What follows belongs to an exercise in optimizing a design on an open flow for small area, a short achievable clock period and few clock cycles per item; a production flow would make more cautious choices.
Only simulation tests tie the RTL to the original design; equivalence was not proved.
No activity file was given, so power comes from the tool's default toggle rates.

==> flow/design.v <==
module _inv(a,y);  
input a;  
output y;  
assign y = ~a;  
endmodule  
module _nand2(a,b,y);  
input a,b;  
output y;  
assign y = ~(a&b);  
endmodule  
module _and2(a,b,y);  
input a,b;  
output y;  
assign y = a & b;  
endmodule  
module _or2(a,b,y);  
input a,b;  
output y;  
assign y = a | b;  
endmodule  
module _xor2(a,b,y);  
input a,b;  
output y;  
wire inv_a, inv_b;  
wire w0, w1;  
_inv U0_inv(.a(a), .y(inv_a));  
_inv U1_inv(.a(b), .y(inv_b));  
_and2 U2_and2(.a(inv_a), .b(b), .y(w0));  
_and2 U3_and2(.a(a), .b(inv_b), .y(w1));  
_or2 U4_or2(.a(w0), .b(w1), .y(y));  
endmodule  
module _and3(a,b,c,y);  
input a,b,c;  
output y;  
assign y = a & b & c;  
endmodule  
module _and4(a,b,c,d,y);  
input a,b,c,d;  
output y;  
assign y = a & b & c & d;  
endmodule  
module _and5(a,b,c,d,e,y);  
input a,b,c,d,e;  
output y;  
assign y = a & b & c & d & e;  
endmodule  
module _or3(a,b,c,y); 
input a,b,c;  
output y;  
assign y= a | b | c;  
endmodule  
module _or4(a,b,c,d,y);  
input a,b,c,d;  
output y;  
assign y = a | b | c | d;  
endmodule  
module _or5(a,b,c,d,e,y);  
input a,b,c,d,e;  
output y;  
assign y = a | b | c | d | e;  
endmodule  
module _inv_4bits(a,y);  
input [3:0] a;  
output [3:0] y;  
assign y = ~a;  
endmodule  
module _and2_4bits(a,b,y);  
input [3:0] a,b;  
output [3:0] y;  
assign y = a&b;  
endmodule  
module _or2_4bits(a,b,y);  
input [3:0] a,b;  
output [3:0] y;  
assign y =a|b;  
endmodule  
module _xor2_4bits(a,b,y);  
input [3:0] a,b;  
output [3:0] y;  
	_xor2 U0_xor2(  
	.a(a[0]),
	.b(b[0]), 
	.y(y[0])
	);
	_xor2 U1_xor2(  
	.a(a[1]),
	.b(b[1]),
	.y(y[1])
	);
	_xor2 U2_xor2(  
	.a(a[2]),
	.b(b[2]),
	.y(y[2])
	);
	_xor2 U3_xor2(  
	.a(a[3]),
	.b(b[3]),
	.y(y[3])
	);
endmodule  
module _xnor2_4bits(a,b,y);  
input [3:0] a,b;  
output [3:0] y;  
wire [3:0] w0;  
	_xor2_4bits U0_xor2_4bits(  
	.a(a),
	.b(b),
	.y(w0)
	);
	_inv_4bits U1_inv_4bits(  
	.a(w0),
	.y(y)
	);
endmodule  
module _inv_32bits(a,y);  
input [31:0] a;  
output [31:0] y;  
assign y = ~a;  
endmodule  
module _and2_32bits(a,b,y);  
input [31:0] a,b;  
output [31:0] y;  
assign y = a&b;  
endmodule  
module _or2_32bits(a,b,y);  
input [31:0] a,b;  
output [31:0] y;  
assign y = a|b;  
endmodule  
module _xor2_32bits(a,b,y);  
input [31:0] a,b;  
output [31:0] y;  
_xor2_4bits U0_xor2_4bits(  
	.a(a[3:0]),
	.b(b[3:0]),
	.y(y[3:0])
	);
_xor2_4bits U1_xor2_4bits(  
	.a(a[7:4]),
	.b(b[3:0]),
	.y(y[7:4])
	);
_xor2_4bits U2_xor2_4bits(  
	.a(a[11:8]),
	.b(b[11:8]),
	.y(y[11:8])
	);
_xor2_4bits U3_xor2_4bits(  
	.a(a[15:12]),
	.b(b[15:12]),
	.y(y[15:12])
	);
_xor2_4bits U4_xor2_4bits(  
	.a(a[19:16]),
	.b(b[19:16]),
	.y(y[19:16])
	);
_xor2_4bits U5_xor2_4bits(  
	.a(a[23:20]),
	.b(b[23:20]),
	.y(y[23:20])
	);
_xor2_4bits U6_xor2_4bits(  
	.a(a[27:24]),
	.b(b[27:24]),
	.y(y[27:24])
	);
_xor2_4bits U7_xor2_4bits(  
	.a(a[31:28]),
	.b(b[31:28]),
	.y(y[31:28])
	);
endmodule  
module _xnor2_32bits(a,b,y);  
input [31:0] a,b;  
output [31:0] y;  
_xnor2_4bits U0_xnor2_4bits(  
	.a(a[3:0]),
	.b(b[3:0]),
	.y(y[3:0])
	);
_xnor2_4bits U1_xnor2_4bits(  
	.a(a[7:4]),
	.b(b[7:4]),
	.y(y[7:4])
	);
_xnor2_4bits U2_xnor2_4bits(  
	.a(a[11:8]),
	.b(b[11:8]),
	.y(y[11:8])
	);
_xnor2_4bits U3_xnor2_4bits(  
	.a(a[15:12]),
	.b(b[15:12]),
	.y(y[15:12])
	);
_xnor2_4bits U4_xnor2_4bits(  
	.a(a[19:16]),
	.b(b[19:16]),
	.y(y[19:16])
	);
_xnor2_4bits U5_xnor2_4bits(  
	.a(a[23:20]),
	.b(b[23:20]),
	.y(y[23:20])
	);
_xnor2_4bits U6_xnor2_4bits(  
	.a(a[27:24]),
	.b(b[27:24]),
	.y(y[27:24])
	);
_xnor2_4bits U7_xnor2_4bits(  
	.a(a[31:28]),
	.b(b[31:28]),
	.y(y[31:28])
	);
endmodule  
module fa_v2(a,b,ci,s);  
input a,b,ci;  
output s;  
wire w0;  
	_xor2 U0_xor2(  
	.a(a),  
	.b(b),  
	.y(w0)  
	);
	_xor2 U1_xor2(  
	.a(w0),  
	.b(ci),  
	.y(s)  
	);
endmodule  
module clb4(a,b,ci,c1,c2,c3,co);  
input [3:0] a,b;  
input ci;  
output c1,c2,c3,co;  
wire [3:0] g,p;  
wire w0_c1;  
wire w0_c2, w1_c2;  
wire w0_c3, w1_c3, w2_c3;  
wire w0_co, w1_co, w2_co, w3_co;  
	_and2 U0_and2(  
	.a(a[0]),
	.b(b[0]),
	.y(g[0])
	);
	_and2 U1_and2(  
	.a(a[1]),
	.b(b[1]),
	.y(g[1])
	);
	_and2 U2_and2(  
	.a(a[2]),
	.b(b[2]),
	.y(g[2])
	);
	_and2 U3_and2(  
	.a(a[3]),
	.b(b[3]),
	.y(g[3])
	);
	_or2 U4_or2(  
	.a(a[0]),
	.b(b[0]),
	.y(p[0])
	);
	_or2 U5_or2(  
	.a(a[1]),
	.b(b[1]),
	.y(p[1])
	);
	_or2 U6_or2(  
	.a(a[2]),
	.b(b[2]),
	.y(p[2])
	);
	_or2 U7_or2(  
	.a(a[3]),
	.b(b[3]),
	.y(p[3])
	);
	_and2 U8_and2(  
	.a(p[0]),
	.b(ci),
	.y(w0_c1)
	);
	_or2 U9_or2(  
	.a(g[0]),
	.b(w0_c1),
	.y(c1)
	);
	_and2 U10_and2(  
	.a(p[1]),
	.b(g[0]),
	.y(w0_c2)
	);
	_and3 U11_and3(  
	.a(p[1]),
	.b(p[0]),
	.c(ci),
	.y(w1_c2)
	);
	_or3 U12_or3(  
	.a(g[1]),
	.b(w0_c2),
	.c(w1_c2),
	.y(c2)
	);
	_and2 U13_and2(  
	.a(p[2]),
	.b(g[1]),
	.y(w0_c3)
	);
	_and3 U14_and3(  
	.a(p[2]),
	.b(p[1]),
	.c(g[0]),
	.y(w1_c3)
	);
	_and4 U15_and4(  
	.a(p[2]),
	.b(p[1]),
	.c(p[0]),
	.d(ci),
	.y(w2_c3)
	);
	_or4 U16_or4(  
	.a(g[2]),
	.b(w0_c3),
	.c(w1_c3),
	.d(w2_c3),
	.y(c3)
	);
	_and2 U17_and2(  
	.a(p[3]),
	.b(g[2]),
	.y(w0_co)
	);
	_and3 U18_and3(  
	.a(p[3]),
	.b(p[2]),
	.c(g[1]),
	.y(w1_co)
	);
	_and4 U19_and4(  
	.a(p[3]),
	.b(p[2]),
	.c(p[1]),
	.d(g[0]),
	.y(w2_co)
	);
	_and5 U20_and5(  
	.a(p[3]),
	.b(p[2]),
	.c(p[1]),
	.d(p[0]),
	.e(ci),
	.y(w3_co)
	);
	_or5 U21_or5(  
	.a(g[3]),
	.b(w0_co),
	.c(w1_co),
	.d(w2_co),
	.e(w3_co),
	.y(co)
	);
endmodule  
module cla4(a,b,ci,s,co);  
input [3:0] a,b;  
input ci;  
output [3:0] s;  
output co;  
wire c1, c2, c3;  
	fa_v2 U0_fa_v2(  
	.a(a[0]),  
	.b(b[0]),  
	.ci(ci),  
	.s(s[0])  
	);
	fa_v2 U1_fa_v2(  
	.a(a[1]),  
	.b(b[1]),  
	.ci(c1),  
	.s(s[1])  
	);
	fa_v2 U2_fa_v2(  
	.a(a[2]),  
	.b(b[2]),  
	.ci(c2),  
	.s(s[2])  
	);
	fa_v2 U3_fa_v2(  
	.a(a[3]),  
	.b(b[3]),  
	.ci(c3),  
	.s(s[3])  
	);
	clb4 U4_clb4(  
	.a(a),  
	.b(b),  
	.ci(ci),  
	.c1(c1),  
	.c2(c2),  
	.c3(c3),  
	.co(co)  
	);
endmodule  
module cla8(a,b,ci,s,co);  
input [7:0] a,b;  
input ci;
output [7:0] s;  
output co;  
wire c1;  
assign {co, s} = a + b + ci;
endmodule  
module cla64(a,b,ci,s,co);  
input [63:0] a,b;  
input ci;  
output [63:0] s;  
output co;  
wire c1, c2, c3, c4, c5, c6, c7;  
assign {co, s} = a + b + ci;
endmodule  
module ns_logic(clk, reset_n, op_start, op_clear, op_done, state, counter);  
input clk, reset_n;  
input op_start, op_clear, op_done;  
output [1:0] state;  
output [6:0] counter;  
parameter start_state = 2'b00;  
parameter multiple_state = 2'b01;  
parameter clear_state = 2'b10;  
reg [1:0] state, next_state;  
reg [6:0] counter, next_counter;  
reg [6:0] temp;  
wire [6:0] temp_counter;  
wire co;  
cla8 U0_cla8(  
	.a({1'b0, next_counter}),  
	.b(8'b00000001),
	.ci(1'b0),
	.s(temp_counter),
	.co(co)
	);
always @(posedge clk or negedge reset_n)
begin
	if(reset_n == 1'b0) 
	begin
		temp = 7'b0000000;
		state <= start_state;
		counter <= 7'b0000000;
	end
	else
	begin
		temp = temp_counter[6:0];
		state <= next_state;
		counter <= next_counter;
	end
end
always @(op_start, op_clear, op_done, state, counter, temp)
begin
	if(op_clear == 1'b1)  
	begin
		next_state <= start_state;
		next_counter <= 7'b0000000;
	end
	else
	begin
		case(state)
			start_state:  
			begin
				if(op_start == 1'b1 && op_clear == 1'b0 && op_done == 1'b0)  
				begin
					next_state <= multiple_state;
					next_counter <= counter;
				end
				else
				begin
					next_state <= start_state;
					next_counter <= counter;
				end
			end
			multiple_state:  
			begin
				if(counter == 7'b1000000)  
				begin
					next_state <= clear_state;
					next_counter <= counter;
				end
				else if(op_clear == 1'b1)
				begin
					next_state <= start_state;
					next_counter <= 7'b0000000;
				end
				else
				begin
					next_state <= multiple_state;
					next_counter <= temp; 
				end
			end
			clear_state:  
			begin
				if(op_clear == 1'b1)  
				begin
					next_state <= start_state; 
					next_counter <= 7'b0000000;
				end
				else  
				begin
					next_state <= clear_state;
					next_counter <= counter;
				end
			end
			default:
			begin
				next_state <= 2'bx;
				next_counter <= 7'bx;
			end
		endcase  
	end
end
endmodule  
module o_logic(clk, reset_n, multiplier, multiplicand, counter, state, op_done, result);  
	input clk, reset_n;  
	input [63:0] multiplier;  
	input [63:0] multiplicand;  
	input [6:0] counter;  
	input [1:0] state;  
	output op_done;  
	output [127:0] result;  
	parameter start_state = 2'b00;  
	parameter multiple_state = 2'b01;  
	parameter clear_state = 2'b10;  
	reg op_done;  
	reg [127:0] result;  
	reg [127:0] next_result;  
	reg [127:0] temp;  
	reg [63:0] addition_store, subtraction_store;  
	reg last_result;  
	reg last_q;  
	wire [63:0] addition, subtraction;  
	always @(posedge clk or negedge reset_n)
	begin
		if(reset_n == 1'b0)  
		begin
			addition_store = 64'b0;
			subtraction_store = 64'b0;
			result = 128'b0;
			last_q <= 1'b0;
		end
		else
		begin
			addition_store = addition;
			subtraction_store = subtraction;
			result <= next_result;
			last_q <= last_result;
		end
	end
	always @(multiplier, multiplicand, counter, state, result, last_q, addition_store, subtraction_store)
	begin
		case(state)
			start_state:  
			begin
				next_result = {64'b0,multiplier}; 
				op_done = 1'b0;
				last_result = 1'b0;
				temp = 128'b0;
			end
			multiple_state:  
			begin
				if(counter == 7'b1000000)  
				begin 
					op_done = 1'b1;
					next_result = result;
					last_result = 1'b0;
					temp = 128'b0; 
				end
				else
				begin
					op_done = 1'b0;
					if(result[0] == 1'b0 && last_q == 1'b0)  
					begin
						temp = result;
						last_result = result[0];
						next_result = {result[127], result[127:1]};  
					end
					else if(result[0] == 1'b0 && last_q == 1'b1)  
					begin
						temp[127:64] = addition_store;
						temp[63:0] = result[63:0];
						last_result = result[0];
						next_result = {((result[127] == multiplicand[63]) ? result[127] : temp[127]), temp[127:1]};  
					end
					else if(result[0] == 1'b1 && last_q == 1'b0)  
					begin
						temp[127:64] = subtraction_store;
						temp[63:0] = result[63:0];
						last_result = result[0];
						next_result = {((result[127] != multiplicand[63]) ? result[127] : temp[127]), temp[127:1]};  
					end
					else if(result[0] == 1'b1 && last_q == 1'b1)  
					begin
						temp = result;
						last_result = result[0];
						next_result = {result[127], result[127:1]};  
					end
					else 
					begin
						temp = result;
						next_result = 128'b0;
						op_done = 1'b0;
						last_result = 1'b0;
					end
				end
			end
			clear_state:  
			begin
				next_result = result;
				op_done = 1'b1;
				last_result = 1'b0;
				temp = 128'b0;
			end
			default:
			begin
				next_result = 128'bx;
				op_done = 1'bx;
				last_result = 1'bx;
				temp = 128'bx;
			end
		endcase  
	end
	cla64 U0_cla64(  
		.a(next_result[127:64]),
		.b(multiplicand[63:0]),
		.ci(1'b0),
		.s(addition),
		.co()
		);
	cla64 U1_cla64(  
		.a(next_result[127:64]),
		.b(~multiplicand[63:0]),
		.ci(1'b1),
		.s(subtraction),
		.co()
		);
endmodule  
module booth_multiplier(clk, reset_n, multiplier, multiplicand, op_start, op_clear, op_done, result);
	input clk, reset_n;
	input [63:0] multiplier;
	input [63:0] multiplicand;
	input op_start, op_clear;
	output op_done;
	output [127:0] result;
	localparam IDLE = 2'd0, BUSY = 2'd1, DONE = 2'd2;
	reg [1:0] state;
	reg [3:0] cnt;
	reg op_done;
	reg [63:0] lo;              
	reg [64:0] acc_s, acc_c;    
	reg [7:0]  pend_s, pend_c;  
	reg        cin;             
	reg [3:0]  sel1, sel2, neg;  
	wire [8:0] win_ld = {multiplier[7:0], 1'b0};
	wire [8:0] win_nx = lo[15:7];
	wire [8:0] win = (state == IDLE) ? win_ld : win_nx;
	wire [3:0] e1, e2, en;
	genvar t;
	generate
		for (t = 0; t < 4; t = t + 1) begin : g_enc
			wire b0 = win[2*t];
			wire b1 = win[2*t+1];
			wire b2 = win[2*t+2];
			assign e1[t] = b1 ^ b0;
			assign e2[t] = (b2 & ~b1 & ~b0) | (~b2 & b1 & b0);
			assign en[t] = b2 & ~(b1 & b0);
		end
	endgenerate
	wire [63:0] nvec;
	generate
		for (t = 0; t < 32; t = t + 1) begin : g_neg
			wire xm1 = (t == 0) ? 1'b0 : multiplier[2*t-1];
			assign nvec[2*t] = multiplier[2*t+1] & ~(multiplier[2*t] & xm1);
			assign nvec[2*t+1] = 1'b0;
		end
	endgenerate
	wire [64:0] pat [0:3];
	generate
		for (t = 0; t < 4; t = t + 1) begin : g_row
			wire [64:0] mag = ({65{sel1[t]}} & {multiplicand[63], multiplicand}) | ({65{sel2[t]}} & {multiplicand, 1'b0});
			assign pat[t] = mag ^ {65{neg[t]}};
		end
	endgenerate
	wire [72:0] l3_s, l3_c;
	csa_tree u_tree(.as(acc_s), .ac(acc_c), .p0(pat[0]), .p1(pat[1]), .p2(pat[2]), .p3(pat[3]), .s(l3_s), .c(l3_c));
	wire [72:0] sum = {acc_s[64:0], pend_s} + {acc_c[64:0], pend_c} + {72'b0, cin};
	wire c8 = sum[8] ^ acc_s[0] ^ acc_c[0];
	wire idle = (state == IDLE);
	wire step = (state == BUSY) & ~cnt[3];
	wire fin = (state == BUSY) & cnt[3];
	always @(posedge clk or negedge reset_n) begin
		if (!reset_n) begin
			state <= IDLE;
			cnt <= 4'd0;
			op_done <= 1'b0;
		end else if (op_clear) begin
			state <= IDLE;
			op_done <= 1'b0;
		end else begin
			case (state)
				IDLE: if (op_start) begin state <= BUSY; cnt <= 4'd0; end
				BUSY: begin
					cnt <= cnt + 4'd1;
					if (cnt[3]) begin state <= DONE; op_done <= 1'b1; end
				end
				default: ;
			endcase
		end
	end
	always @(posedge clk) begin
		sel1 <= e1;
		sel2 <= e2;
		neg <= en;
		if (idle) begin
			acc_c <= {1'b0, nvec};
			pend_s <= 8'b0;
			pend_c <= 8'b0;
			cin <= 1'b0;
		end else begin
			acc_c <= l3_c[72:8];
			pend_s <= l3_s[7:0];
			pend_c <= l3_c[7:0];
			cin <= c8;
		end
		if (idle) begin
			lo <= multiplier;
			acc_s <= {1'b1, 64'b0};
		end else if (step) begin
			lo <= {sum[7:0], lo[63:8]};
			acc_s <= l3_s[72:8];
		end else if (fin) begin
			lo <= {sum[7:0], lo[63:8]};
			acc_s[63:0] <= sum[71:8];
		end
	end
	assign result = {acc_s[63:0], lo};
endmodule
module csa_tree(as, ac, p0, p1, p2, p3, s, c);
	input [64:0] as, ac, p0, p1, p2, p3;
	output [72:0] s, c;
	wire [72:0] a0 = {8'b0, as};
	wire [72:0] a1 = {8'b0, ac};
	wire [72:0] r0 = {7'b0, 1'b1, ~p0[64], p0[63:0]};
	wire [72:0] r1 = {5'b0, 1'b1, ~p1[64], p1[63:0], 2'b0};
	wire [72:0] r2 = {3'b0, 1'b1, ~p2[64], p2[63:0], 4'b0};
	wire [72:0] r3 = {1'b0, 1'b1, ~p3[64], p3[63:0], 6'b0};
	wire [72:0] l1a_s = a0 ^ a1 ^ r0;
	wire [72:0] l1a_c = {((a0 & a1) | (a0 & r0) | (a1 & r0)), 1'b0};
	wire [72:0] l1b_s = r1 ^ r2 ^ r3;
	wire [72:0] l1b_c = {((r1 & r2) | (r1 & r3) | (r2 & r3)), 1'b0};
	wire [72:0] l2_s = l1a_s ^ l1a_c ^ l1b_s;
	wire [72:0] l2_c = {((l1a_s & l1a_c) | (l1a_s & l1b_s) | (l1a_c & l1b_s)), 1'b0};
	assign s = l2_s ^ l2_c ^ l1b_c;
	assign c = {((l2_s & l2_c) | (l2_s & l1b_c) | (l2_c & l1b_c)), 1'b0};
endmodule
==> flow/flow/run.sh <==
#!/bin/bash
# Standard ORFS layout, with the port buffers made of the smallest buffer cell.
set -euo pipefail
cd "$(dirname "$0")/.."
bash standard.sh 'BUFFER_PORTS_ARGS=-buffer_cell sky130_fd_sc_hd__buf_1' finish > standard_flow.log 2>&1
==> flow/standard.sh <==
#!/bin/bash
# synth_recipe.tcl (not shown) runs the flow's synth.tcl, then flattens the netlist and writes it again
# the make line also repeats each setting of config.mk as NAME=value (left out here)
make -C /OpenROAD-flow-scripts/flow DESIGN_CONFIG=/design/flow/config.mk WORK_HOME=/design/flow/orfs CLKGATE_MAP_FILE= SYNTH_SCRIPT=/design/flow/synth_recipe.tcl "${@:-finish}"
==> flow/config.mk <==
export PLATFORM = sky130hd
export DESIGN_NAME = booth_multiplier
export DESIGN_NICKNAME = booth_multiplier
export VERILOG_FILES = /design/flow/design.v
export SDC_FILE = /design/flow/constraint.sdc
export NUM_CORES = 4
export LEC_CHECK = 0
export CAP_MARGIN = 20
export CORE_MARGIN = 2
export CORE_UTILIZATION = 40
export SETUP_SLACK_MARGIN = 3.2
export SLEW_MARGIN = 20
export SYNTH_HIERARCHICAL = 1
export TNS_END_PERCENT = 5
==> flow/constraint.sdc <==
create_clock -name core_clock -period 6.0 [get_ports {clk}]
set_input_delay 1.2000 -clock core_clock [delete_from_list [all_inputs] [get_ports {clk}]]
set_output_delay 1.2000 -clock core_clock [all_outputs]
set_load 0.01 [all_outputs]
==> impl_metrics.env, run 1 <==
export IMPL_placed_cells=3287
export IMPL_ys_flop_type="dfxtp_1"
export IMPL_final_cell_area_sq_um=26490
export IMPL_critPathMaxFanout=8
export IMPL_drv_slew=0
export IMPL_crit_top_cell="fa_1"
export IMPL_drv_cap=0
export IMPL_p_seq_share_pct=18.0
export IMPL_cts_inserted_buffers=30
export IMPL_ctsHoldBuffers=0
export IMPL_cpPeakStageDelay_ns=0.57
export IMPL_grt_start_max_net_pins=71
export IMPL_drt_pass1_iter_count=7
export IMPL_crit_family="adder cells"
export IMPL_synth_most_common_cell="nand2_1"
export IMPL_io_buffers=260
export IMPL_core_sq_um=57810
export IMPL_syn_avg_cell_area_sq_um=9.265
export IMPL_yosysUniqueCellTypes=86
export IMPL_yosysWarnings=7
export IMPL_final_cell_count_no_fill=3395
export IMPL_nets=3079
export IMPL_yosys_top_cells_area="fa_1 22%, dfxtp_1 14%, xnor2_1 11%"
export IMPL_path_buf_inv=1
export IMPL_fmax_mhz=314.5
export IMPL_synth_seq_cells=230
export IMPL_dp_hpwl_um=62120
export IMPL_start_util_pct=40.56
export IMPL_status="no timing/DRC/antenna violations"
export IMPL_rsz0062_at_grt="true"
export IMPL_worstSkewPairLatency_ns=0.58
export IMPL_fin_total_pwr_mw=14.87
export IMPL_synth_common_cells="367 x nand2_1, 295 x xnor2_1, 284 x a22oi_1, 253 x fa_1, 159 x dfxtp_1"
export IMPL_numClockSinks=230
export IMPL_crit_type="input pin to flop"
export IMPL_io_pins=261
export IMPL_cp_arrival_ns=3.62
export IMPL_routed_wirelength_um=87070
export IMPL_p_sw_mw=7.077
export IMPL_setup_ws_ns=2.820
export IMPL_syn_inst=2531
export IMPL_antennaDiodeCount=0
export IMPL_gp_congestion=0.8899
export IMPL_viasPerCell=5.872
export IMPL_maxSlewHeadroom_pct=25.88
export IMPL_mappedNetlistArea_sq_um=23450
export IMPL_cp_required_ns=6.44
export IMPL_ys_async_sr_fraction_pct=3.043
export IMPL_drt_iter0_drc=1795
export IMPL_wl_per_cell_um=25.65
export IMPL_fp_row_count=88
export IMPL_finalCritPeriodShare_pct=53.00
export IMPL_grt_pass1_vias=20300
export IMPL_pwr_share_comb_pct=69.3
export IMPL_hold_viol=0
export IMPL_die_h_um=246.1
export IMPL_end_kind="flop"
export IMPL_drc_errors=0
export IMPL_htreeDepth=1
export IMPL_synthToLayoutAreaGrowth_pct=12.98
export IMPL_finalClockSkew_ns=0.01506
export IMPL_grt_pass1_wl_um=129800
export IMPL_utilization_pct=45.83
export IMPL_yosysTopAreaCellShare_pct=21.60
export IMPL_path_cells="buf_1 > a22oi_1 > xnor2_1 > fa_1 > fa_1 > fa_1 > a22oi_1 > o21ai_0"
export IMPL_synth_edf_count=64
export IMPL_power_density_nw_per_um2=561.2
export IMPL_place_area_sq_um=24200
export IMPL_grtUsageTotal_pct=28.51
export IMPL_p_int_mw=7.790
export IMPL_cts_path_max_buffers=3
export IMPL_cts_tree="built"
export IMPL_switching_share_pct=47.60
export IMPL_clkPwrFrac_pct=12.7
export IMPL_finalHoldWorstSlack_ns=0.5112
export IMPL_min_period_ns=3.180
export IMPL_ys_seq_area_share_pct=22.52
export IMPL_setup_viol=0
export IMPL_tns_ns=0
export IMPL_die_w_um=246.1
export IMPL_antenna_found_initial=1
export IMPL_ir_worst_vdd_v=0.0002520
export IMPL_hp_class="flop to flop"
export IMPL_worst_pin_slew_ns=1.108
export IMPL_crit_slowest_cell="fa_1"
export IMPL_antenna_left=0
export IMPL_start_kind="input pin"
export IMPL_leakagePower_nw=10.63
export IMPL_clockRootBuffer="clkbuf_16"
export IMPL_grt_overflow_total=0
export IMPL_drive_above_1_share_pct=12.17
export IMPL_vias=19935
export IMPL_yosysTopAreaCell="fa_1"
export IMPL_post_place_ws_ns=2.039
export IMPL_die_area_sq_um=60580
export IMPL_cts_clk_slew_worst_paths_ns=0.06
layer usage:
metal,share of wire [%],wire length [um],global-route usage [%]
met3,7.5,6529,4.749
met4,4.1,3562,10.21
met1,42,36720,38.48
met2,46,40260,45.98
met5,0,0,0
flip-flops by register name, summed over array words and instances, names as in the netlist:
signal	cells
acc_c	65
acc_s	65
cin	1
cnt	4
lo	64
neg	4
op_done	1
pend_c	8
pend_s	8
sel1	4
sel2	4
state	2
logic make-up after synthesis:
logic type      after synthesis  share of synthesized area (%)
buf+inv                     356                          7.353
compound gates              633                          18.66
flops                       230                          22.52
xor+xnor                    326                          12.18
mux                          31                          1.329
simple gates                612                          11.64
fa+ha+maj                   341                          26.30
other cells                   2                        0.03203
worst register-to-register path, cell delays in order (launching register included):
cell,delay (ns)
dfxtp_1,0.32
fa_2,0.41
fa_2,0.37
a211o_1,0.31
a21oi_2,0.19
nand3_1,0.10
a41o_1,0.24
or2_4,0.27
a31o_4,0.28
a21boi_4,0.20
o21ai_2,0.09
xnor2_1,0.15
o21ai_1,0.08
repair_timing:
action,in CTS,in global routing
buffers inserted,45,6
gates resized for setup,104,73
hold endpoints to repair,0,0
pin swaps,28,32
setup endpoints to repair,135,138
modules after synthesis (local to each module, per instance):
| module | times used | flops+latches |
|---|---|---|
| csa_tree | 1 | 0 |
| booth_multiplier | 1 | 230 |
worst paths after layout:
path,start,endpoint,slack [ns],cells after the start
worst max-delay path,multiplicand[60],acc_s[56],2.82,8
worst min-delay path,op_done,op_done,0.51,2
worst max register to register,pend_s[0],acc_s[42],2.84,12
worst min register to register,op_done,op_done,0.51,2
max in group asynchronous,reset_n,cnt[3],5.04,1
min in group asynchronous,reset_n,op_done,0.57,1
area by class of cell:
cell class / count / area, sq um
fill: 5626 / 31310
tap: 765 / 957.2
inverter: 57 / 215.2
clock buffer: 35 / 864.6
multi-input combinational: 1949 / 16900
clock inverter: 21 / 171.4
sequential: 230 / 5338
timing repair buffer: 338 / 2051
layout by cell type, fill, tap and decap left out, types with 12 or more instances in the layout:
master     Yosys  layout
a21oi_1       90      86
and3_1        12      12
nor3_1        15      15
buf_4         72      51
buf_1         44     203
o21ai_1       17      18
ha_1          88      81
buf_12         0      18
a22oi_2        0      36
a21o_1        44      44
clkbuf_2      63      13
nor2_1        55      53
o21ai_0      101      99
edfxtp_1      64      64
nand3_1       48      48
nand2_1      367     367
xor2_1        31      31
clkbuf_16      0      34
and2_1        52      52
mux2i_1       30      30
inv_1         57      56
nand4_1       29      29
fa_1         253     251
dfxtp_1      159     137
buf_2         11      34
xnor2_1      295     285
a22oi_1      284     248
power groups by stage:
stage | Combinational, mW | Sequential, mW | Clock (mW)
after floorplan | 7.13 | 2.45 | 0
after global placement | 9.50 | 2.85 | 0
after detailed placement | 9.63 | 2.86 | 0
after CTS | 10.2 | 2.67 | 1.92
after global routing | 11.5 | 2.72 | 1.97
final | 10.3 | 2.68 | 1.89
Testbench counts, summed over its fixed seeds: cycles 5,632, items 512.
==> run 2: changes to the inputs <==
--- a/flow/config.mk
+++ b/flow/config.mk
@@ -5,6 +5,7 @@
 export SDC_FILE = /design/flow/constraint.sdc
 export NUM_CORES = 4
 export LEC_CHECK = 0
+export ABC_AREA = 1
 export CAP_MARGIN = 20
 export CORE_MARGIN = 2
 export CORE_UTILIZATION = 40
==> impl_metrics.env, run 2 <==
export IMPL_end_kind="flop"
export IMPL_worstSkewPairLatency_ns=0.60
export IMPL_wl_per_cell_um=22.86
export IMPL_yosys_top_cells_area="fa_1 20%, nand2_1 14%, dfxtp_1 13%"
export IMPL_antenna_found_initial=4
export IMPL_grt_pass1_vias=23337
export IMPL_critPathMaxFanout=8
export IMPL_mappedNetlistArea_sq_um=25390
export IMPL_crit_type="input pin to flop"
export IMPL_drv_cap=0
export IMPL_io_buffers=260
export IMPL_finalCritPeriodShare_pct=52.99
export IMPL_hp_class="flop to flop"
export IMPL_htreeDepth=1
export IMPL_drive_above_1_share_pct=12.82
export IMPL_post_place_ws_ns=2.092
export IMPL_clockRootBuffer="clkbuf_16"
export IMPL_die_w_um=255.9
export IMPL_fmax_mhz=314.5
export IMPL_cp_required_ns=6.47
export IMPL_leakagePower_nw=14.58
export IMPL_status="no timing/DRC/antenna violations"
export IMPL_numClockSinks=230
export IMPL_die_h_um=255.9
export IMPL_start_util_pct=40.32
export IMPL_die_area_sq_um=65500
export IMPL_start_kind="input pin"
export IMPL_final_cell_count_no_fill=4426
export IMPL_synth_edf_count=64
export IMPL_ir_worst_vdd_v=0.0003023
export IMPL_antenna_left=0
export IMPL_cts_tree="built"
export IMPL_worst_pin_slew_ns=0.9126
export IMPL_ys_flop_type="dfxtp_1"
export IMPL_yosysTopAreaCellShare_pct=19.95
export IMPL_tns_ns=0
export IMPL_finalHoldWorstSlack_ns=0.4636
export IMPL_fp_row_count=92
export IMPL_hold_viol=0
export IMPL_fin_total_pwr_mw=18.63
export IMPL_power_density_nw_per_um2=625.0
export IMPL_nets=4031
export IMPL_final_cell_mix="925 x nand2_1, 381 x inv_1, 250 x fa_1, 242 x xor2_1, 242 x buf_1"
export IMPL_drt_iter0_drc=2203
export IMPL_cts_clk_slew_worst_paths_ns=0.06
export IMPL_yosysTopAreaCell="fa_1"
export IMPL_setup_viol=0
export IMPL_cts_inserted_buffers=28
export IMPL_drt_pass1_iter_count=5
export IMPL_gp_congestion=0.9690
export IMPL_reg_top3="acc_c: 65 flops, acc_s: 65 flops, lo: 64 flops"
export IMPL_core_sq_um=62970
export IMPL_placed_cells=4317
export IMPL_ys_async_sr_fraction_pct=3.043
export IMPL_layout_commonest_cell="nand2_1"
export IMPL_io_pins=261
export IMPL_grtUsageTotal_pct=28.64
export IMPL_ys_seq_area_share_pct=20.80
export IMPL_syn_inst=3380
export IMPL_cp_arrival_ns=3.65
export IMPL_yosysUniqueCellTypes=48
export IMPL_vias=23627
export IMPL_yosysWarnings=7
export IMPL_cts_path_max_buffers=3
export IMPL_syn_avg_cell_area_sq_um=7.511
export IMPL_drc_errors=0
export IMPL_synth_seq_cells=230
export IMPL_synth_most_common_cell="nand2_1"
export IMPL_maxSlewHeadroom_pct=39.16
export IMPL_routed_wirelength_um=101200
export IMPL_rsz0062_at_grt="true"
export IMPL_setup_ws_ns=2.821
export IMPL_drv_slew=0
export IMPL_finalClockSkew_ns=0.03064
export IMPL_grt_overflow_total=0
export IMPL_grt_pass1_wl_um=142800
export IMPL_grt_start_max_net_pins=71
export IMPL_min_period_ns=3.179
export IMPL_dp_hpwl_um=71840
export IMPL_viasPerCell=5.338
export IMPL_synth_common_cells="925 x nand2_1, 444 x inv_1, 273 x xor2_1, 253 x fa_1, 253 x o22ai_1"
export IMPL_synthToLayoutAreaGrowth_pct=17.40
[run 2: cell types whose count changed after synthesis, sizes merged, moves of 88 or more]
cell / previous run / this run
a22oi: 284 / 0
clkbuf: 170 / 82
inv: 57 / 471
nand2: 368 / 955
nor2: 55 / 236
o22ai: 2 / 253
xnor2: 295 / 15
xor2: 31 / 273
[run 2: routing by layer]
metal / global-route usage (%) / vias up / routed length (um)
li1: - / 10999 / -
met1: 38.02 / 11400 / 42300
met2: 46.15 / 1041 / 46100
met3: 6.625 / 185 / 9072
met4: 9.178 / 2 / 3689
met5: 0 / - / 13
[run 2: final timing paths]
check	startpoint	slack, ns	cells after the start	to
setup / recovery	multiplicand[33]	2.82	11	acc_s[27]
hold / removal	acc_s[64]	0.46	2	acc_s[64]
setup reg to reg	sel1[3]	2.84	11	acc_s[27]
hold reg to reg	acc_s[64]	0.46	2	acc_s[64]
max in group asynchronous	reset_n	5.19	1	state[1]
min in group asynchronous	reset_n	0.50	1	cnt[1]
[run 2: cells by family (layout without fill, tap and decap cells)]
kind of cell    count (synthesis)  in the layout  share of synthesized area (%)
compound gates                517            517                          12.19
xor+xnor                      288            288                          9.936
fa+ha+maj                     341            341                          24.29
buf+inv                       665            860                          11.05
flops                         230            230                          20.80
other cells                     2              7                        0.02958
simple gates                 1337           1337                          21.71
[run 2: per-stage QoR]
stage,utilization (%),instance area (sq um)
after floorplan,-,25400
after global placement,42.20,26570
after detailed placement,42.25,26600
after CTS,45.01,28340
after global routing,47.33,29800
final,47.33,29800
[run 2: what timing repair did]
item / CTS / global route
cloned: 5 / 15
buffers inserted: 16 / 21
setup endpoints to repair: 132 / 147
hold buffers: 0 / 0
pin swaps: 38 / 111
resized for setup: 144 / 237
[run 2: area by class of cell]
class / count / area (sq um)
Clock inverter: 9 / 146.4
Tap cell: 846 / 1059
Antenna cell: 1 / 2.502
Multi-Input combinational cell: 2489 / 18280
Inverter: 471 / 2001
Sequential cell: 230 / 5326
Fill cell: 6514 / 33160
Timing Repair Buffer: 329 / 2117
Clock buffer: 42 / 783.3
Timing Repair inverter: 9 / 88.84
[run 2: critical path: stages]
cell and delay, ns:
buf_6 0.08, clkinv_4 0.09, o22ai_2 0.19, xor2_1 0.25, fa_1 0.49, fa_2 0.60, fa_1 0.44, nand2_1 0.10
nand2_1 0.07, nand2_1 0.09, nand2_1 0.05
[run 2: report_power, final]
group | internal (mW) | switching (mW) | total [mW] | leakage [nW]
logic | 6.04 | 8.13 | 14.2 | 12.0
clock network | 1.03 | 0.713 | 1.74 | 0.447
registers | 2.16 | 0.560 | 2.72 | 2.09
total | 9.23 | 9.40 | 18.6 | 14.6
[run 2: Yosys stat by module (local to each module, per instance)]
| module | copies in the design | flip-flops and latches |
|---|---|---|
| csa_tree | 1 | 0 |
| booth_multiplier | 1 | 230 |
==> run 3: changes to the inputs <==
--- a/flow/config.mk
+++ b/flow/config.mk
@@ -5,10 +5,10 @@
 export SDC_FILE = /design/flow/constraint.sdc
 export NUM_CORES = 4
 export LEC_CHECK = 0
-export ABC_AREA = 1
 export CAP_MARGIN = 20
 export CORE_MARGIN = 2
 export CORE_UTILIZATION = 40
+export PLACE_DENSITY = 0.8
 export SETUP_SLACK_MARGIN = 3.2
 export SLEW_MARGIN = 20
 export SYNTH_HIERARCHICAL = 1
==> impl_metrics.env, run 3 <==
export IMPL_finalClockSkew_ns=0.01715
export IMPL_antenna_found_initial=5
export IMPL_cts_tree="built"
export IMPL_final_cell_mix="367 x nand2_1, 281 x xnor2_1, 247 x fa_1, 238 x a22oi_1, 205 x buf_1"
export IMPL_start_util_pct=40.56
export IMPL_synth_seq_cells=230
export IMPL_setup_ws_ns=2.741
export IMPL_rsz0062_at_grt="true"
export IMPL_hold_viol=0
export IMPL_worst_pin_slew_ns=1.046
export IMPL_cp_arrival_ns=3.72
export IMPL_cts_clk_slew_worst_paths_ns=0.07
export IMPL_drt_iter0_drc=2007
export IMPL_yosysWarnings=7
export IMPL_grt_overflow_total=0
export IMPL_finalHoldWorstSlack_ns=0.5090
export IMPL_drv_cap=0
export IMPL_die_w_um=246.1
export IMPL_yosysTopAreaCell="fa_1"
export IMPL_pwr_share_comb_pct=70.2
export IMPL_fp_row_count=88
export IMPL_post_place_ws_ns=2.109
export IMPL_worstSkewPairLatency_ns=0.58
export IMPL_ys_flop_type="dfxtp_1"
export IMPL_p_int_mw=7.671
export IMPL_ir_worst_vdd_v=0.0002684
export IMPL_clkPwrFrac_pct=11.7
export IMPL_placed_cells=3287
export IMPL_crit_family="compound AO/OA/AOI/OAI gates"
export IMPL_grt_pass1_wl_um=125600
export IMPL_gp_congestion=0.9246
export IMPL_p_seq_share_pct=18.0
export IMPL_yosysUniqueCellTypes=86
export IMPL_path_buf_inv=1
export IMPL_ys_seq_area_share_pct=22.52
export IMPL_htreeDepth=1
export IMPL_yosys_top_cells_area="fa_1 22%, dfxtp_1 14%, xnor2_1 11%"
export IMPL_end_kind="flop"
export IMPL_drv_slew=0
export IMPL_fin_total_pwr_mw=14.70
export IMPL_hp_class="flop to flop"
export IMPL_synth_most_common_cell="nand2_1"
export IMPL_p_sw_mw=7.027
export IMPL_setup_viol=0
export IMPL_io_buffers=260
export IMPL_drc_errors=0
export IMPL_routed_wirelength_um=84630
export IMPL_synth_common_cells="367 x nand2_1, 295 x xnor2_1, 284 x a22oi_1, 253 x fa_1, 159 x dfxtp_1"
export IMPL_io_pins=261
export IMPL_grt_pass1_vias=20517
export IMPL_synthToLayoutAreaGrowth_pct=13.04
export IMPL_finalCritPeriodShare_pct=54.32
export IMPL_min_period_ns=3.259
export IMPL_maxSlewHeadroom_pct=30.26
export IMPL_die_area_sq_um=60580
export IMPL_fillers=5388
export IMPL_critPathMaxFanout=3
export IMPL_cpPeakStageDelay_ns=0.40
export IMPL_core_sq_um=57810
export IMPL_ctsHoldBuffers=0
export IMPL_mappedNetlistArea_sq_um=23450
export IMPL_grt_start_max_net_pins=68
export IMPL_yosysTopAreaCellShare_pct=21.60
export IMPL_layout_commonest_cell="nand2_1"
export IMPL_clockRootBuffer="clkbuf_16"
export IMPL_final_cell_count_no_fill=3393
export IMPL_tns_ns=0
export IMPL_antenna_left=0
export IMPL_syn_inst=2531
export IMPL_crit_top_cell="fa_2"
export IMPL_switching_share_pct=47.81
export IMPL_cts_inserted_buffers=28
export IMPL_ys_async_sr_fraction_pct=3.043
export IMPL_vias=20322
export IMPL_reg_top3="acc_c: 65 flops, acc_s: 65 flops, lo: 64 flops"
export IMPL_dp_hpwl_um=61330
export IMPL_cts_path_max_buffers=3
export IMPL_wl_per_cell_um=24.94
export IMPL_syn_avg_cell_area_sq_um=9.265
export IMPL_die_h_um=246.1
export IMPL_utilization_pct=45.86
export IMPL_drt_pass1_iter_count=6
export IMPL_synth_edf_count=64
export IMPL_start_kind="flop"
export IMPL_viasPerCell=5.989
export IMPL_cp_required_ns=6.46
export IMPL_crit_slowest_cell="fa_2"
export IMPL_place_area_sq_um=24200
export IMPL_path_cells="fa_2 > fa_2 > a211o_1 > a21oi_2 > nand3_2 > a41o_1 > or2_4 > a31o_4 > buf_12 > a31oi_4 > xnor2_1 > o21ai_1"
export IMPL_fmax_mhz=306.8
export IMPL_power_density_nw_per_um2=554.5
export IMPL_numClockSinks=230
export IMPL_nets=3075
export IMPL_leakagePower_nw=10.61
export IMPL_crit_type="flop to flop"
export IMPL_drive_above_1_share_pct=12.00
export IMPL_grtUsageTotal_pct=27.23
export IMPL_final_cell_area_sq_um=26510
export IMPL_status="no timing/DRC/antenna violations"
run 3: changes by cell type in the layout (fill, tap and decap cells not counted), sizes merged, moves of 51 or more:
cell	change
nand2	-587
o22ai	-251
xnor2	+280
inv	-409
xor2	-242
nand3	-65
a22oi	+284
nor2	-181
and2	+51
run 3: power by group through the flow:
stage	Sequential (mW)	Combinational, mW	Clock (mW)
6_report	2.65	10.3	1.72
3_5_place_dp	2.78	9.58	0
3_3_place_gp	2.77	9.33	0
2_1_floorplan	2.45	7.13	0
4_1_cts	2.67	10.0	1.74
5_1_grt	2.70	11.4	1.80
run 3: worst paths after layout:
path                       slack (ns)       from  cells past startpoint   endpoint
min                              0.51  acc_s[64]                      2  acc_s[64]
max in group asynchronous        5.01    reset_n                      1     cnt[3]
min reg2reg                      0.51  acc_s[64]                      2  acc_s[64]
min in group asynchronous        0.59    reset_n                      1   state[1]
max                              2.74  pend_s[0]                     12  acc_s[34]
max reg2reg                      2.74  pend_s[0]                     12  acc_s[34]
run 3: Yosys stat by module (local to each module, per instance):
module,cells,flops+latches
csa_tree,309,0
booth_multiplier,2222,230
run 3: layer usage:
| metal | global-route usage (%) | wire length [um] |
|---|---|---|
| met5 | 0 | 24 |
| met4 | 11.89 | 4372 |
| met1 | 35.82 | 33490 |
| met3 | 6.993 | 9100 |
| met2 | 42.18 | 37640 |
run 3: timing repair:
| item | 4_1_cts | 5_1_grt |
|---|---|---|
| buffers inserted | 26 | 23 |
| resized for setup | 102 | 143 |
| pin swaps | 38 | 49 |
| setup endpoints to repair | 135 | 131 |
run 3: final cells by class:
class                   count  area, sq um  share of cell area, %
diodes                      4        10.01                0.03776
clock buffers              41        828.3                  3.125
clock inverters            11        92.59                 0.3493
inverters                  57        215.2                 0.8119
multi-input cells        1949        16990                  64.09
flip-flops and latches    230         5325                  20.09
well taps                 765        957.2                  3.611
repair buffers            336         2091                  7.888
run 3: cell families (layout without fill, tap and decap cells):
logic type | after synthesis | after routing | synth area share (%)
XOR/XNOR | 326 | 326 | 12.18
other | 2 | 10 | 0.03203
AO/OA/AOI/OAI | 633 | 633 | 18.66
AND/OR/NAND/NOR | 612 | 612 | 11.64
flip-flops | 230 | 230 | 22.52
adder cells (fa/ha/maj) | 341 | 341 | 26.30
multiplexers | 31 | 31 | 1.329
buffers and inverters | 356 | 445 | 7.353
run 3: worst min-delay path: stages, from the launching register on:
cell and delay, ns:
dfxtp_1 0.32, o21ai_0 0.07, nand3_1 0.07
==> run 4: changes to the inputs <==
--- a/flow/config.mk
+++ b/flow/config.mk
@@ -8,8 +8,7 @@
 export CAP_MARGIN = 20
 export CORE_MARGIN = 2
 export CORE_UTILIZATION = 40
-export PLACE_DENSITY = 0.8
 export SETUP_SLACK_MARGIN = 3.2
 export SLEW_MARGIN = 20
 export SYNTH_HIERARCHICAL = 1
-export TNS_END_PERCENT = 5
+export TNS_END_PERCENT = 0
==> impl_metrics.env, run 4 <==
export IMPL_yosysUniqueCellTypes=86
export IMPL_yosysTopAreaCell="fa_1"
export IMPL_vias=19972
export IMPL_startpoint="multiplicand[49]"
export IMPL_viasPerCell=5.914
export IMPL_synth_seq_cells=230
export IMPL_drc_errors=0
export IMPL_yosysTopAreaCellShare_pct=21.60
export IMPL_htreeDepth=1
export IMPL_layout_commonest_cell="nand2_1"
export IMPL_die_w_um=246.1
export IMPL_routed_wirelength_um=86510
export IMPL_fillers=5688
export IMPL_grtUsageTotal_pct=28.00
export IMPL_crit_top_cell="fa_1"
export IMPL_ir_worst_vdd_v=0.0002622
export IMPL_fp_row_count=88
export IMPL_mappedNetlistArea_sq_um=23450
export IMPL_drv_slew=0
export IMPL_start_util_pct=40.56
export IMPL_ys_flop_type="dfxtp_1"
export IMPL_die_h_um=246.1
export IMPL_ff_latch_area_sq_um=5328
export IMPL_antenna_left=0
export IMPL_wl_per_cell_um=25.62
export IMPL_drive_above_1_share_pct=7.468
export IMPL_final_cell_mix="367 x nand2_1, 295 x xnor2_1, 278 x a22oi_1, 251 x fa_1, 239 x buf_1"
export IMPL_grt_overflow_total=0
export IMPL_hold_viol=0
export IMPL_finalClockSkew_ns=0.01396
export IMPL_syn_avg_cell_area_sq_um=9.265
export IMPL_cp_arrival_ns=3.77
export IMPL_path_cells="buf_1 > a22oi_1 > xnor2_1 > fa_1 > fa_1 > fa_1 > a32oi_1 > o21ai_1"
export IMPL_min_period_ns=3.303
export IMPL_grt_pass1_vias=19932
export IMPL_worstSkewPairLatency_ns=0.59
export IMPL_fin_total_pwr_mw=14.73
export IMPL_grt_pass1_wl_um=127500
export IMPL_cts_clk_slew_worst_paths_ns=0.06
export IMPL_fmax_mhz=302.7
export IMPL_synth_common_cells="367 x nand2_1, 295 x xnor2_1, 284 x a22oi_1, 253 x fa_1, 159 x dfxtp_1"
export IMPL_start_kind="input pin"
export IMPL_drv_cap=0
export IMPL_hp_class="input pin to async pin"
export IMPL_cts_path_max_buffers=3
export IMPL_cts_inserted_buffers=31
export IMPL_finalCritPeriodShare_pct=55.05
export IMPL_post_place_ws_ns=2.007
export IMPL_io_pins=261
export IMPL_synthToLayoutAreaGrowth_pct=10.59
export IMPL_io_buffers=260
export IMPL_synth_edf_count=64
export IMPL_cp_required_ns=6.46
export IMPL_crit_type="input pin to flop"
export IMPL_ctsHoldBuffers=0
export IMPL_rsz0062_at_grt="true"
export IMPL_antenna_found_initial=3
export IMPL_dp_hpwl_um=62180
export IMPL_yosysWarnings=7
export IMPL_drt_pass1_iter_count=6
export IMPL_tns_ns=0
export IMPL_maxSlewHeadroom_pct=24.00
export IMPL_grt_start_max_net_pins=72
export IMPL_cts_tree="built"
export IMPL_setup_ws_ns=2.697
export IMPL_power_density_nw_per_um2=568.1
export IMPL_reg_top3="acc_c: 65 flops, acc_s: 65 flops, lo: 64 flops"
export IMPL_status="no timing/DRC/antenna violations"
export IMPL_ys_seq_area_share_pct=22.52
export IMPL_syn_inst=2531
export IMPL_die_area_sq_um=60580
export IMPL_leakagePower_nw=10.32
export IMPL_end_kind="flop"
export IMPL_crit_slowest_cell="fa_1"
export IMPL_finalHoldWorstSlack_ns=0.4905
export IMPL_clockRootBuffer="clkbuf_16"
export IMPL_setup_viol=0
export IMPL_multi_input_area_sq_um=16620
export IMPL_ys_async_sr_fraction_pct=3.043
export IMPL_gp_congestion=0.9151
export IMPL_synth_most_common_cell="nand2_1"
export IMPL_numClockSinks=230
export IMPL_drt_iter0_drc=1821
export IMPL_timing_rr_start="sel2[3]"
export IMPL_nets=3059
export IMPL_utilization_pct=44.86
export IMPL_critPathMaxFanout=8
export IMPL_worst_pin_slew_ns=1.136
export IMPL_cpPeakStageDelay_ns=0.51
export IMPL_yosys_top_cells_area="fa_1 22%, dfxtp_1 14%, xnor2_1 11%"
export IMPL_core_sq_um=57810
-- run 4: cell counts after synthesis --
No cell type changed its count.
-- run 4: cell type report --
cell class	count	area share, %
antenna	1	0.009650
clock buffer	40	3.319
clock inverter	18	0.5935
inverter	57	0.8299
multi-input combinational	1949	64.10
sequential	230	20.54
tap	765	3.691
timing repair buffer	317	6.909
-- run 4: final timing paths --
kind | endpoint | depth (start not counted) | slack [ns]
max in group asynchronous | cnt[3] | 1 | 5.22
min in group core_clock | op_done | 2 | 0.50
worst min register to register | op_done | 2 | 0.50
worst min-delay path | cnt[2] | 1 | 0.49
worst max register to register | acc_s[37] | 8 | 2.73
worst max-delay path | acc_s[49] | 8 | 2.70
-- run 4: timing repair --
action	in CTS	in global routing
resized for setup	43	24
setup endpoints to repair	159	181
setup buffers	28	6
cloned	0	0
pin swaps	7	8
-- run 4: worst max-delay path: cells and delay by family --
kind	cells	cell delay, ns
AOI/OAI and AO/OA	3	0.56
buffers and inverters	1	0.31
xor gates and xnor gates	1	0.23
adders and majority gates	3	1.46
-- run 4: power by group --
| part | internal (mW) | total (mW) | switching (mW) |
|---|---|---|---|
| clock network | 1.07 | 1.86 | 0.794 |
| registers | 2.09 | 2.72 | 0.633 |
| logic | 4.52 | 10.1 | 5.63 |
-- run 4: kinds of logic (layout without fill, tap and decap cells) --
| group | after synthesis | count (layout) | share of synthesized area, % |
|---|---|---|---|
| buffers and inverters | 356 | 432 | 7.353 |
| xor gates and xnor gates | 326 | 326 | 12.18 |
| AOI/OAI and AO/OA | 633 | 633 | 18.66 |
| adders and majority gates | 341 | 341 | 26.30 |
| and+or+nand+nor | 612 | 612 | 11.64 |
| other | 2 | 7 | 0.03203 |
| DFF | 230 | 230 | 22.52 |
| muxes | 31 | 31 | 1.329 |
-- run 4: per-module statistics from Yosys, one instance, submodules excluded --
| module | area, sq um | copies in the design | flops+latches |
|---|---|---|---|
| booth_multiplier | 18070 | 1 | 230 |
| csa_tree | 5379 | 1 | 0 |
-- run 4: metrics by stage --
stage / area (sq um) / std cells
global route: 25930 / 3376
finish: 25930 / 3377
floorplan: 23510 / 2535
global placement: 24150 / 3283
CTS: 25810 / 3370
detailed placement: 24170 / 3284
-- run 4: layer usage --
layer	vias up	routed length [um]	GRT usage, %
met5	-	27	0
met4	4	2683	7.701
met3	155	8098	6.765
met2	1013	40070	45.25
met1	10013	35620	37.29
li1	8787	-	-
==> run 5: changes to the inputs <==
--- a/flow/config.mk
+++ b/flow/config.mk
@@ -7,8 +7,8 @@
 export LEC_CHECK = 0
 export CAP_MARGIN = 20
 export CORE_MARGIN = 2
-export CORE_UTILIZATION = 40
+export CORE_UTILIZATION = 55
 export SETUP_SLACK_MARGIN = 3.2
 export SLEW_MARGIN = 20
 export SYNTH_HIERARCHICAL = 1
-export TNS_END_PERCENT = 0
+export TNS_END_PERCENT = 5
==> impl_metrics.env, run 5 <==
export IMPL_grt_overflow_total=0
export IMPL_syn_inst=2531
export IMPL_finalClockSkew_ns=0.01706
export IMPL_crit_top_cell="fa_1"
export IMPL_yosysTopAreaCell="fa_1"
export IMPL_setup_viol=0
export IMPL_end_kind="flop"
export IMPL_grt_pass1_vias=20322
export IMPL_yosysWarnings=7
export IMPL_antenna_found_initial=1
export IMPL_core_sq_um=42040
export IMPL_ys_flop_type="dfxtp_1"
export IMPL_cpPeakStageDelay_ns=0.55
export IMPL_synthToLayoutAreaGrowth_pct=13.30
export IMPL_cp_required_ns=6.48
export IMPL_worst_pin_slew_ns=1.139
export IMPL_synth_edf_count=64
export IMPL_die_h_um=210.5
export IMPL_io_pins=261
export IMPL_drt_pass1_iter_count=8
export IMPL_crit_slowest_cell="fa_1"
export IMPL_cts_tree="built"
export IMPL_grt_start_max_net_pins=71
export IMPL_placed_cells=3058
export IMPL_critPathMaxFanout=8
export IMPL_antennaDiodeCount=0
export IMPL_power_density_nw_per_um2=568.8
export IMPL_synth_seq_cells=230
export IMPL_fmax_mhz=309.2
export IMPL_synth_most_common_cell="nand2_1"
export IMPL_path_buf_inv=1
export IMPL_status="no timing/DRC/antenna violations"
export IMPL_cts_inserted_buffers=27
export IMPL_use_met1_pct=53.07
export IMPL_cts_clk_slew_worst_paths_ns=0.06
export IMPL_worstSkewPairLatency_ns=0.57
export IMPL_met2_usage_pct=58.62
export IMPL_cp_arrival_ns=3.72
export IMPL_crit_type="input pin to flop"
export IMPL_fillers=3638
export IMPL_die_area_sq_um=44300
export IMPL_numClockSinks=230
export IMPL_fin_total_pwr_mw=15.11
export IMPL_tns_ns=0
export IMPL_path_cells="buf_2 > a22oi_2 > xnor2_1 > fa_1 > fa_1 > fa_1 > nand2_1 > o21a_1 > o21ai_0"
export IMPL_utilization_pct=63.20
export IMPL_vias=20255
export IMPL_grt_busiest_layer="met2"
export IMPL_viasPerCell=6.400
export IMPL_min_period_ns=3.234
export IMPL_ys_async_sr_fraction_pct=3.043
export IMPL_leakagePower_nw=10.63
export IMPL_die_w_um=210.5
export IMPL_maxSlewHeadroom_pct=23.80
export IMPL_crit_family="adder cells"
export IMPL_ir_worst_vdd_v=0.0003408
export IMPL_reg_top3="acc_c: 65 flops, acc_s: 65 flops, lo: 64 flops"
export IMPL_setup_ws_ns=2.766
export IMPL_fp_row_count=75
export IMPL_dp_hpwl_um=59960
export IMPL_synth_common_cells="367 x nand2_1, 295 x xnor2_1, 284 x a22oi_1, 253 x fa_1, 159 x dfxtp_1"
export IMPL_grt_pass1_wl_um=127500
export IMPL_nets=3079
export IMPL_rsz0062_at_grt="true"
export IMPL_syn_avg_cell_area_sq_um=9.265
export IMPL_ys_seq_area_share_pct=22.52
export IMPL_htreeDepth=1
export IMPL_hp_class="flop to flop"
export IMPL_finalCritPeriodShare_pct=53.90
export IMPL_routed_wirelength_um=85210
export IMPL_wl_per_cell_um=26.92
export IMPL_use_met3_pct=7.509
export IMPL_yosys_top_cells_area="fa_1 22%, dfxtp_1 14%, xnor2_1 11%"
export IMPL_final_cell_count_no_fill=3165
export IMPL_cts_path_max_buffers=3
export IMPL_drv_cap=0
export IMPL_grtUsageTotal_pct=38.23
export IMPL_start_kind="input pin"
export IMPL_drc_errors=0
export IMPL_yosysTopAreaCellShare_pct=21.60
export IMPL_io_buffers=260
export IMPL_hold_viol=0
export IMPL_gp_congestion=0.9226
export IMPL_clockRootBuffer="clkbuf_16"
export IMPL_yosysUniqueCellTypes=86
export IMPL_layout_commonest_cell="nand2_1"
export IMPL_start_util_pct=55.78
export IMPL_drv_slew=0
export IMPL_final_cell_mix="364 x nand2_1, 286 x xnor2_1, 248 x fa_1, 243 x a22oi_1, 196 x buf_1"
export IMPL_post_place_ws_ns=2.076
export IMPL_antenna_left=0
export IMPL_drive_above_1_share_pct=13.86
export IMPL_drt_iter0_drc=2284
export IMPL_mappedNetlistArea_sq_um=23450
==> run 5: cell type report <==
class	count	area (sq um)	area share, %
Timing Repair Buffer	341	2200	8.279
Sequential cell	230	5345	20.12
Inverter	57	215.2	0.8100
Multi-Input combinational cell	1949	17240	64.89
Tap cell	539	674.4	2.538
Clock inverter	15	110.1	0.4144
Clock buffer	34	784.5	2.953
==> run 5: what timing repair did <==
item,in CTS,in global routing
resized for setup,128,151
pin swaps,33,51
buffers inserted,42,15
hold buffers,0,0
endpoints found under the setup margin,139,151
==> run 5: per-stage QoR <==
stage	hold WS, ns	instance area [sq um]
2_1_floorplan	0.4648	23540
3_3_place_gp	0.4924	23900
3_5_place_dp	0.5118	23900
4_1_cts	0.5193	25770
5_1_grt	0.5519	26570
6_report	0.5242	26570
==> run 5: final timing paths <==
check / start / to / slack [ns] / depth (start not counted)
hold / removal: cnt[0] / cnt[0] / 0.52 / 1
min in group asynchronous: reset_n / state[0] / 0.54 / 1
setup / recovery: multiplicand[4] / acc_s[2] / 2.77 / 9
hold reg to reg: cnt[0] / cnt[0] / 0.52 / 1
max in group asynchronous: reset_n / state[1] / 5.12 / 1
setup reg to reg: pend_s[0] / acc_s[58] / 2.84 / 12
==> run 5: power by group <==
| group | internal (mW) | switching, mW | total, mW |
|---|---|---|---|
| Sequential | 2.10 | 0.625 | 2.72 |
| Clock | 0.937 | 0.765 | 1.70 |
| Combinational | 4.82 | 5.87 | 10.7 |
==> run 5: routing by layer <==
metal  part of all wire, %  routed length (um)  vias to the layer above
met5                 0.020                  17                        -
met4                   4.6                3880                        2
met3                   9.2                7874                      198
met2                    45               38070                     1095
met1                    42               35370                    10139
li1                      -                   -                     8821
==> run 5: kinds of logic (layout without fill, tap and decap cells) <==
logic type / after synthesis / after routing / synth area share, %
AOI/OAI and AO/OA: 633 / 633 / 18.66
buffers and inverters: 356 / 447 / 7.353
other: 2 / 6 / 0.03203
DFF: 230 / 230 / 22.52
and+or+nand+nor: 612 / 612 / 11.64
muxes: 31 / 31 / 1.329
xor gates and xnor gates: 326 / 326 / 12.18
adders and majority gates: 341 / 341 / 26.30
==> run 5: per-module statistics from Yosys, one instance, submodules excluded <==
module	times used	cells	area [sq um]	flip-flops and latches
csa_tree	1	309	5379	0
booth_multiplier	1	2222	18070	230
==> run 6: changes to the inputs <==
--- a/flow/config.mk
+++ b/flow/config.mk
@@ -7,8 +7,8 @@
 export LEC_CHECK = 0
 export CAP_MARGIN = 20
 export CORE_MARGIN = 2
-export CORE_UTILIZATION = 55
+export CORE_UTILIZATION = 45
 export SETUP_SLACK_MARGIN = 3.2
 export SLEW_MARGIN = 20
 export SYNTH_HIERARCHICAL = 1
-export TNS_END_PERCENT = 5
+export TNS_END_PERCENT = 10
==> impl_metrics.env, run 6 <==
export IMPL_yosysUniqueCellTypes=86
export IMPL_p_int_mw=8.136
export IMPL_routed_wirelength_um=85360
export IMPL_antennaDiodeCount=0
export IMPL_synth_edf_count=64
export IMPL_ff_latch_area_sq_um=5359
export IMPL_grt_pass1_vias=20047
export IMPL_drt_pass1_iter_count=6
export IMPL_cp_arrival_ns=3.71
export IMPL_crit_slowest_cell="fa_2"
export IMPL_synth_common_cells="367 x nand2_1, 295 x xnor2_1, 284 x a22oi_1, 253 x fa_1, 159 x dfxtp_1"
export IMPL_pwr_share_comb_pct=70.0
export IMPL_use_met3_pct=6.115
export IMPL_switching_share_pct=47.29
export IMPL_wl_per_cell_um=25.62
export IMPL_syn_inst=2531
export IMPL_reg_top3="acc_c: 65 flops, acc_s: 65 flops, lo: 64 flops"
export IMPL_min_period_ns=3.263
export IMPL_critPathCapture="cin"
export IMPL_yosysTopAreaCell="fa_1"
export IMPL_yosysTopAreaCellShare_pct=21.60
export IMPL_drc_errors=0
export IMPL_use_met1_pct=42.40
export IMPL_timing_rr_start="cin"
export IMPL_leakagePower_nw=10.94
export IMPL_drive_above_1_share_pct=16.67
export IMPL_ir_worst_vdd_v=0.0002701
export IMPL_hp_class="flop to flop"
export IMPL_r2r_end="cin"
export IMPL_clockRootBuffer="clkbuf_16"
export IMPL_status="no timing/DRC/antenna violations"
export IMPL_path_cells="fa_2 > fa_2 > a211o_1 > a21oi_2 > buf_4 > buf_4 > buf_4 > buf_4 > buf_4 > buf_4 > buf_4 > buf_4 > buf_4 > buf_4 > o21ai_1 > xor2_1 > xnor2_1 > nor2_1"
export IMPL_drv_cap=0
export IMPL_cpPeakStageDelay_ns=0.39
export IMPL_tns_ns=0
export IMPL_grt_start_max_net_pins=77
export IMPL_met2_usage_pct=49.14
export IMPL_p_seq_share_pct=18.0
export IMPL_io_pins=261
export IMPL_final_cell_mix="363 x nand2_1, 273 x xnor2_1, 248 x fa_1, 222 x a22oi_1, 197 x buf_1"
export IMPL_htreeDepth=1
export IMPL_vias=20190
export IMPL_critPathMaxFanout=2
export IMPL_yosysWarnings=7
export IMPL_reg2reg_depth=18
export IMPL_start_util_pct=45.62
export IMPL_clkPwrFrac_pct=12.1
export IMPL_synth_seq_cells=230
export IMPL_synthToLayoutAreaGrowth_pct=17.38
export IMPL_die_h_um=232.3
export IMPL_post_place_ws_ns=1.995
export IMPL_syn_avg_cell_area_sq_um=9.265
export IMPL_worstSkewPairLatency_ns=0.60
export IMPL_rsz0062_at_grt="true"
export IMPL_crit_top_cell="buf_4"
export IMPL_io_buffers=260
export IMPL_setup_viol=0
export IMPL_grt_pass1_wl_um=126000
export IMPL_layout_commonest_cell="nand2_1"
export IMPL_drv_slew=0
export IMPL_cts_tree="built"
export IMPL_grt_overflow_total=0
export IMPL_cts_path_max_buffers=3
export IMPL_antenna_left=0
export IMPL_cts_clk_slew_worst_paths_ns=0.06
export IMPL_ys_flop_type="dfxtp_1"
export IMPL_crit_family="buffers and inverters"
export IMPL_setup_ws_ns=2.737
export IMPL_nets=3101
export IMPL_dp_hpwl_um=59800
export IMPL_grtUsageTotal_pct=30.94
export IMPL_cp_required_ns=6.45
export IMPL_fillers=4679
export IMPL_yosys_top_cells_area="fa_1 22%, dfxtp_1 14%, xnor2_1 11%"
export IMPL_finalCritPeriodShare_pct=54.39
export IMPL_gp_congestion=0.9298
export IMPL_multi_input_area_sq_um=17610
export IMPL_viasPerCell=6.061
export IMPL_cts_inserted_buffers=31
export IMPL_grt_busiest_layer="met2"
export IMPL_worst_pin_slew_ns=1.074
export IMPL_drt_iter0_drc=1980
export IMPL_core_sq_um=51410
export IMPL_power_density_nw_per_um2=560.8
export IMPL_hold_viol=0
export IMPL_ys_async_sr_fraction_pct=3.043
export IMPL_start_kind="flop"
export IMPL_fp_row_count=83
export IMPL_finalClockSkew_ns=0.02070
export IMPL_startpoint="cin"
export IMPL_die_w_um=232.3
export IMPL_regToRegSetupSlack_ns=2.74
export IMPL_maxSlewHeadroom_pct=28.22
export IMPL_path_buf_inv=10
export IMPL_synth_most_common_cell="nand2_1"
export IMPL_crit_type="flop to flop"
export IMPL_antenna_found_initial=3
export IMPL_fmax_mhz=306.4
export IMPL_cp_num_cells=18
export IMPL_die_area_sq_um=53950
export IMPL_end_kind="flop"
export IMPL_ys_seq_area_share_pct=22.52
export IMPL_p_sw_mw=7.301
export IMPL_mappedNetlistArea_sq_um=23450
export IMPL_numClockSinks=230
run 6: cell types whose count changed in the layout (fill, tap and decap cells not counted), sizes merged:
cell | before | now
inv | 60 | 61
clkinv | 10 | 7
clkbuf | 38 | 52
clkinvlp | 2 | 0
buf | 337 | 352
run 6: worst register-to-register path: stages, from the launching register on:
cell and delay (ns):
dfxtp_2 0.33, fa_2 0.39, fa_2 0.35, a211o_1 0.35, a21oi_2 0.22, buf_4 0.15, buf_4 0.09, buf_4 0.09
buf_4 0.09, buf_4 0.09, buf_4 0.09, buf_4 0.09, buf_4 0.08, buf_4 0.09, buf_4 0.11, o21ai_1 0.08
xor2_1 0.23, xnor2_1 0.15, nor2_1 0.06
run 6: what timing repair did:
item	CTS	global route
gates cloned	0	2
setup endpoints to repair	137	129
pin swaps	89	54
gates resized for setup	190	176
buffers inserted	56	21
hold buffers	0	0
run 6: kinds of logic after synthesis:
| group | Yosys count | synth area share (%) |
|---|---|---|
| AO/OA/AOI/OAI | 633 | 18.66 |
| AND/OR/NAND/NOR | 612 | 11.64 |
| buffers and inverters | 356 | 7.353 |
| adder cells (fa/ha/maj) | 341 | 26.30 |
| XOR/XNOR | 326 | 12.18 |
| flip-flops | 230 | 22.52 |
| multiplexers | 31 | 1.329 |
| other | 2 | 0.03203 |
run 6: power by group through the flow:
stage	clock, mW	combinational, mW	sequential [mW]
final	1.86	10.8	2.77
after global routing	1.93	11.9	2.82
after CTS	1.87	10.4	2.70
after detailed placement	0	9.73	2.89
after global placement	0	9.62	2.88
after floorplan	0	7.15	2.45
run 6: area by class of cell:
cell class | instances | share of cell area (%)
multi-input cells | 1949 | 63.98
repair buffers | 359 | 8.964
well taps | 680 | 3.091
flip-flops and latches | 230 | 19.47
clock buffers | 45 | 3.437
inverters | 57 | 0.7819
clock inverters | 11 | 0.2818
run 6: modules after synthesis (local to each module, per instance):
module / copies in the design / cells inside / area, sq um / flip-flops and latches
csa_tree: 1 / 309 / 5379 / 0
booth_multiplier: 1 / 2222 / 18070 / 230
run 6: metrics by stage:
stage	util (%)	instances	total power, mW	area [sq um]	hold WS [ns]
floorplan	-	2535	9.595	23630	0.4648
global placement	46.94	3196	12.50	24130	0.4820
detailed placement	46.94	3196	12.61	24130	0.4992
CTS	51.68	3308	14.98	26570	0.5122
global route	53.55	3331	16.66	27530	0.5497
finish	53.55	3331	15.44	27530	0.5096
run 6: worst min path at each step:
stage	slack [ns]	from	end	depth (start not counted)
after floorplan	0.46	acc_s[64]	acc_s[64]	2
after global placement	0.48	op_done	op_done	2
after detailed placement	0.50	op_done	op_done	2
after CTS	0.51	op_done	op_done	2
after global routing	0.55	cnt[0]	cnt[0]	1
final	0.51	op_done	op_done	2
run 6: layer usage:
metal  up-vias  routed length [um]
met1     10080               34910
met2      1042               38860
met5         -                  12
met3       197                8025
met4         2                3541
li1       8869                   -

separate check: timing with driven ports:
Ports are ideal in the flow. The routed layouts listed here were re-timed in OpenROAD. Step 1 (the two cells are an assumption about what drives the block):
set clk [get_ports {clk}]
set_driving_cell -lib_cell sky130_fd_sc_hd__clkbuf_16 $clk
set_driving_cell -lib_cell sky130_fd_sc_hd__buf_2 [delete_from_list [all_inputs] $clk]
Step 2, shift: input delay + t, output delay - t, t = (earliest + latest rising clock arrival at the registers) / 2. This alone moves slack from input paths to output paths. Slacks: ideal ports / drivers / drivers and shift; pairs: ideal ports / drivers.
| run | t (ns) | setup WS [ns] | worst hold slack (ns) | worst setup path at the end | clock arrival spread, ns |
|---|---|---|---|---|---|
| run 1 | 0.635 | 2.820 / 2.840 / 2.205 | 0.511 / 0.511 / 0.511 | input to register | 0.015 / 0.015 |
| run 2 | 0.647 | 2.821 / 2.841 / 2.194 | 0.464 / 0.464 / 0.464 | input to register | 0.031 / 0.031 |
| run 3 | 0.630 | 2.741 / 2.741 / 2.148 | 0.509 / 0.509 / 0.509 | input to register | 0.018 / 0.018 |
| run 4 | 0.646 | 2.697 / 2.718 / 2.072 | 0.490 / 0.458 / 0.499 | input to register | 0.014 / 0.014 |
| run 5 | 0.617 | 2.766 / 2.802 / 2.186 | 0.524 / 0.512 / 0.524 | input to register | 0.017 / 0.017 |
| run 6 | 0.652 | 2.737 / 2.737 / 2.236 | 0.510 / 0.510 / 0.510 | input to register | 0.021 / 0.022 |
After both steps every run listed still meets setup and hold. For run 2, which loses most, drivers alone change the setup slack by +0.020 ns; drivers and shift together by -0.627 ns.
